This design comes from an exercise in tuning for small area on the open sky130 flow, not from production work. In this exercise RTL edits were held to simulation tests only and were not proved equivalent to the original. Power figures rest on the tool's default switching activity, not on a simulated workload.

== job 6012 ==
// PCC_4op
module PCC_4op
#(
parameter	LOCAL_Y	=	4'b0010,
parameter	LOCAL_X	=	4'b0001,
parameter	DATAW		=	66,
parameter	PORTS		=	4,
parameter   OUT_PORTS	=	4,
parameter	CONNECTIONW	=	16,
parameter	ADDRYX		=	8,
parameter	FWCTRLW		=	1,
parameter	BWCTRLW		=	3
)
(
input				clk,
input				reset,
input	[DATAW-1:0]	PCC_ip_data_i0,		PCC_ip_data_i1,		PCC_ip_data_i2,		PCC_ip_data_i3,	 
input				PCC_ip_stb_i0,		PCC_ip_stb_i1,		PCC_ip_stb_i2,		PCC_ip_stb_i3,	
input				PCC_ip_fwd_i0,		PCC_ip_fwd_i1,		PCC_ip_fwd_i2,		PCC_ip_fwd_i3,	    	
input				PCC_op_fail_i0,		PCC_op_fail_i1,		PCC_op_fail_i2,		PCC_op_fail_i3,	
input				PCC_op_pack_i0,		PCC_op_pack_i1,		PCC_op_pack_i2,		PCC_op_pack_i3,	
input				PCC_op_suspend_i0,	PCC_op_suspend_i1,	PCC_op_suspend_i2,	PCC_op_suspend_i3,	
input				PCC_op_cancel_i0,	PCC_op_cancel_i1,	PCC_op_cancel_i2,	PCC_op_cancel_i3,	
output	[DATAW-1:0]	PCC_op_data_o0,		PCC_op_data_o1,		PCC_op_data_o2,		PCC_op_data_o3,	
output				PCC_op_stb_o0,		PCC_op_stb_o1,		PCC_op_stb_o2,		PCC_op_stb_o3,	
output				PCC_op_fwd_o0,		PCC_op_fwd_o1,		PCC_op_fwd_o2,		PCC_op_fwd_o3,	
output				PCC_ip_fail_o0,		PCC_ip_fail_o1,		PCC_ip_fail_o2,		PCC_ip_fail_o3,	 
output				PCC_ip_pack_o0,		PCC_ip_pack_o1,		PCC_ip_pack_o2,		PCC_ip_pack_o3,	
output				PCC_ip_suspend_o0,	PCC_ip_suspend_o1,	PCC_ip_suspend_o2,	PCC_ip_suspend_o3,	
output				PCC_ip_cancel_o0,	PCC_ip_cancel_o1,	PCC_ip_cancel_o2,	PCC_ip_cancel_o3
);
For scale: about 1700 cells after synthesis, about 360 flip-flops, about 580 I/O pins.
export LEC_CHECK = 0
export CAP_MARGIN = 0
export CORE_MARGIN = 2
export CORE_UTILIZATION = 40
export SLEW_MARGIN = 0
export SYNTH_HIERARCHICAL = 1
create_clock -name core_clock -period 4.0 [get_ports {clk}]
standard.sh (not shown) runs the stock make flow with config.mk's settings and CLKGATE_MAP_FILE= SYNTH_SCRIPT=/design/flow/synth_recipe.tcl, a recipe that flattens the netlist after the stock synthesis.
==> flow/flow/run.sh <==
#!/bin/bash
# Standard ORFS layout, with the smallest buffer for the port buffers and
# a coarser clock tree without dummy loads.
set -euo pipefail
bash standard.sh \
  "BUFFER_PORTS_ARGS=-buffer_cell sky130_fd_sc_hd__buf_1" \
  "CTS_ARGS=-sink_clustering_enable -repair_clock_nets -dont_use_dummy_load -sink_clustering_size 14 -sink_clustering_max_diameter 60 -buf_list {sky130_fd_sc_hd__clkbuf_8}" \
  finish > flow_make.log 2>&1
Job 6012 completed end to end with timing, DRC and antenna clean.
Setup changes, job 6012 to job 7529
diff --git a/flow/design.v b/flow/design.v
--- a/flow/design.v
+++ b/flow/design.v
@@ -94,26 +94,26 @@
 wire [3:0] sel = ireq[0] ? 4'b0001 : ireq[3] ? 4'b1000 :
                  ireq[1] ? 4'b0010 : ireq[2] ? 4'b0100 : 4'b0000;
 wire any_sel = |ireq;
 wire [1:0] s_act = ({2{sel[0]}} & act[1:0]) | ({2{sel[1]}} & act[3:2])
                  | ({2{sel[2]}} & act[5:4]) | ({2{sel[3]}} & act[7:6]);
 wire s_loc = |(sel & loc);
 always @(posedge clk) begin
     sel_d1 <= sel & {4{nr}};
     sel_d2 <= sel_d1 & {4{nr}};
     chg    <= nr & (sel_d1 != sel_d2);
-    dest_r <= {any_sel & (dir == 2'b11), any_sel & (dir == 2'b10), any_sel & (dir == 2'b01), s_loc};
+    dest_r <= {any_sel & (dir == 2'b01), any_sel & (dir == 2'b11), any_sel & (dir == 2'b10), s_loc};
     if (reset) begin
         dir <= 2'b00; ybr <= 1'b0;
-    end else if (s_act == 2'b11) begin
-        dir <= {ybr, 1'b1}; ybr <= 1'b1;
-    end else if (s_act != 2'b00) begin
+    end else if (s_act == 2'b01) begin
+        dir <= {~ybr, ybr}; ybr <= 1'b1;
+    end else if (s_act[1]) begin
         dir <= s_act;
     end
 end
 wire [3:0] src = sel_d2;
 wire [3:0] freed = dest_r & ~occ;
 wire anyfree = |freed;
 wire [3:0] first = {freed[3] & ~|freed[2:0], freed[2] & ~|freed[1:0], freed[1] & ~freed[0], freed[0]};
 wire [3:0] grant = (chg & anyfree) ? src : 4'b0;
 wire [3:0] deny  = ((chg & ~anyfree) ? src : 4'b0)
                  | (ofail[0] ? cs_[3:0]   : 4'b0) | (ofail[1] ? cs_[7:4]   : 4'b0)
@@ -167,36 +167,36 @@
                      !bw_pack[k] ? S_PRE : (!check_pot || iskip[k]) ? S_LOCK : S_REQ2;
         S_LOCK: ns = !stb ? S_IDLE : deny[k] ? S_FAIL1 : bw_canc[k] ? S_IDLE : S_LOCK;
         S_FAIL1, S_FAIL2: ns = !stb ? S_IDLE : S_FAIL2;
         default: ns = S_IDLE;
         endcase
     end
     assign ifail[k] = cs == S_FAIL1;
     wire ld1 = ns == S_REQ1;
     wire ld2 = ns == S_REQ2;
     wire [1:0] xn = ld1 ? xcls(d[11:8]) : xcls(d[19:16]);
-    wire [1:0] xo = {act[2*k+1] & act[2*k], act[2*k+1] ^ act[2*k]};
+    wire [1:0] xo = {~act[2*k+1] & act[2*k], act[2*k+1]};
     wire [1:0] xc = mc2 ? xo : xn;
     wire [1:0] yc = !mc2 ? (ld2 ? ycls(d[23:20]) : ycls(d[15:12]))
                          : (ld2 ? ycls(d[15:12]) : ycls(d[11:8]));
     always @(posedge clk) begin
         ics[3*k+:3] <= reset ? S_IDLE : ns;
         iskip[k] <= nr & stb & (ld2 | iskip[k]);
         ipack[k] <= bw_pack[k];
         isusp[k] <= bw_susp[k];
         icanc[k] <= bw_canc[k];
         if (!nr || !(ld1 || ld2))
             act[2*k+:2] <= 2'b00;
         else if (xc[1])
-            act[2*k+:2] <= 2'b11;
+            act[2*k+:2] <= 2'b01;
         else if (xc[0])
-            act[2*k+:2] <= (k == 1 || ((k == 0 || k == 3) && yc[1])) ? 2'b10 : 2'b01;
+            act[2*k+:2] <= (k == 1 || ((k == 0 || k == 3) && yc[1])) ? 2'b11 : 2'b10;
         else
             act[2*k+:2] <= 2'b00;
         loc[k] <= xc[0] & yc[0];
     end
 end
 endgenerate
 assign PCC_op_data_o0 = odata[DATAW*0+:DATAW];
 assign PCC_op_data_o1 = odata[DATAW*1+:DATAW];
 assign PCC_op_data_o2 = odata[DATAW*2+:DATAW];
 assign PCC_op_data_o3 = odata[DATAW*3+:DATAW];
Findings:
Every stage of the flow completed for job 7529, and the final layout passed the timing, DRC and antenna checks. Job 6012 completed every stage of the flow, and the final layout passed the timing, DRC and antenna checks. Job 7529 vs. job 6012: part of the cycle the worst path needs went up by 6.7 points. Summary of job 7529 over job 6012: sequential share of layout area rose 0.39 points, worst setup slack fell 0.27 ns, cell count after synthesis fell 9, share of the core filled with cells in the final layout rose 0.30 points, power in the clock group fell about 2%. Job 7529 falls short of job 6012 in HPWL reported at the end of detailed placement. Between job 7529 and job 6012, it is job 7529 whose area of all placed cells without fillers is lower, by 1.0%. Job 7529 improves on job 6012 in die area.

* * *

run 2:
PCC_4op, a different RTL version from the one above (not shown whole).
For scale: about 360 flip-flops, about 580 I/O pins, roughly 15,000 um2 of cells after synthesis.
Settings: LEC_CHECK=0, CAP_MARGIN=0, CELL_PAD_IN_SITES_DETAIL_PLACEMENT=1, CORE_MARGIN=2, CORE_UTILIZATION=40, SLEW_MARGIN=0, SYNTH_HIERARCHICAL=1; clock period 4.0 ns.
==> flow/flow/run.sh <==
#!/bin/bash
# Standard ORFS layout, with the smallest buffer for the port buffers and
# a coarser clock tree without dummy loads.
set -euo pipefail
bash standard.sh \
  "BUFFER_PORTS_ARGS=-buffer_cell sky130_fd_sc_hd__buf_1" \
  "CTS_ARGS=-sink_clustering_enable -repair_clock_nets -dont_use_dummy_load -sink_clustering_size 8 -sink_clustering_max_diameter 40 -buf_list {sky130_fd_sc_hd__clkbuf_4 sky130_fd_sc_hd__clkbuf_8} -sink_clustering_buffer sky130_fd_sc_hd__clkbuf_4" \
  finish > flow_make.log 2>&1
Here is what was changed in the inputs of run 5 compared with run 2.
-- flow/design.v --
<<< run 2, line 174
    wire ld1 = ns == S_REQ1;
    wire ld2 = ns == S_REQ2;
    wire [1:0] xn = ld1 ? xcls(d[11:8]) : xcls(d[19:16]);
    wire [1:0] xo = {~act[2*k+1] & act[2*k], act[2*k+1]};
    wire [1:0] xc = mc2 ? xo : xn;
    wire [1:0] yc = !mc2 ? (ld2 ? ycls(d[23:20]) : ycls(d[15:12]))
                         : (ld2 ? ycls(d[15:12]) : ycls(d[11:8]));
    always @(posedge clk) begin
        ics[3*k+:3] <= reset ? S_IDLE : ns;
        iskip[k] <= nr & stb & (ld2 | iskip[k]);
        ipack[k] <= bw_pack[k];
        isusp[k] <= bw_susp[k];
>>> run 5, line 174
    wire ld1 = ns == S_REQ1;
    wire ld2 = ns == S_REQ2;
    wire two = cs == S_PRE || cs == S_REQ2;
    wire [1:0] xn = !two ? xcls(d[11:8]) : xcls(d[19:16]);
    wire [1:0] xo = {~act[2*k+1] & act[2*k], act[2*k+1]};
    wire [1:0] xc = mc2 ? xo : xn;
    wire [1:0] yc = !mc2 ? (two ? ycls(d[23:20]) : ycls(d[15:12]))
                         : (two ? ycls(d[15:12]) : ycls(d[11:8]));
    always @(posedge clk) begin
        ics[3*k+:3] <= reset ? S_IDLE : ns;
        iskip[k] <= nr & stb & (iskip[k] | (cs == S_PRE && !deny[k] && bw_pack[k] && check_pot));
        ipack[k] <= bw_pack[k];
        isusp[k] <= bw_susp[k];
Compared with run 2, in run 5 number of port buffers did not really move, fraction of power consumed by combinational cells went down, layout overhead on the synthesized area went up, detailed-placement wirelength estimate went up, number of multi-input combinational cells went down. Looking at run 5 and run 2, the utilization of the core after routing is a wash. On fraction of synthesized area in multiplexers: between run 5 and run 2, it ends up lower for run 5.

static timing again, ports no longer ideal:
Ports are ideal in the flow. The routed layouts listed here were re-timed in OpenROAD.
Step 1 (the two cells are an assumption about what drives the block):
set clk [get_ports {clk}]
set_driving_cell -lib_cell sky130_fd_sc_hd__clkbuf_16 $clk
set_driving_cell -lib_cell sky130_fd_sc_hd__buf_2 [delete_from_list [all_inputs] $clk]
Step 2 also shifts input and output timing later by t, the mid clock arrival at the registers, as if the neighbouring blocks saw the same clock.
a / b / c = ideal / step 1 / step 2; a / b = the first two.
| run | t (ns) | setup WS [ns] | latest minus earliest clock arrival (ns) | worst data-port slew with drivers (ns) | cell pins on the clock port's net |
|---|---|---|---|---|---|
| job 6012 | 0.647 | 0.927 / 0.927 / 0.416 | 0.053 / 0.053 | 0.13 | 1 |
| job 7529 | 0.642 | 0.659 / 0.659 / 0.584 | 0.052 / 0.052 | 0.12 | 1 |
| run 2 | 0.669 | 1.286 / 1.310 / 0.641 | 0.086 / 0.085 | 0.11 | 1 |
| run 5 | 0.664 | 1.453 / 1.461 / 0.818 | 0.069 / 0.068 | 0.13 | 1 |
After both steps every run listed still meets setup and hold. For run 2, which loses most, drivers alone change the setup slack by +0.024 ns; drivers and shift together by -0.645 ns.
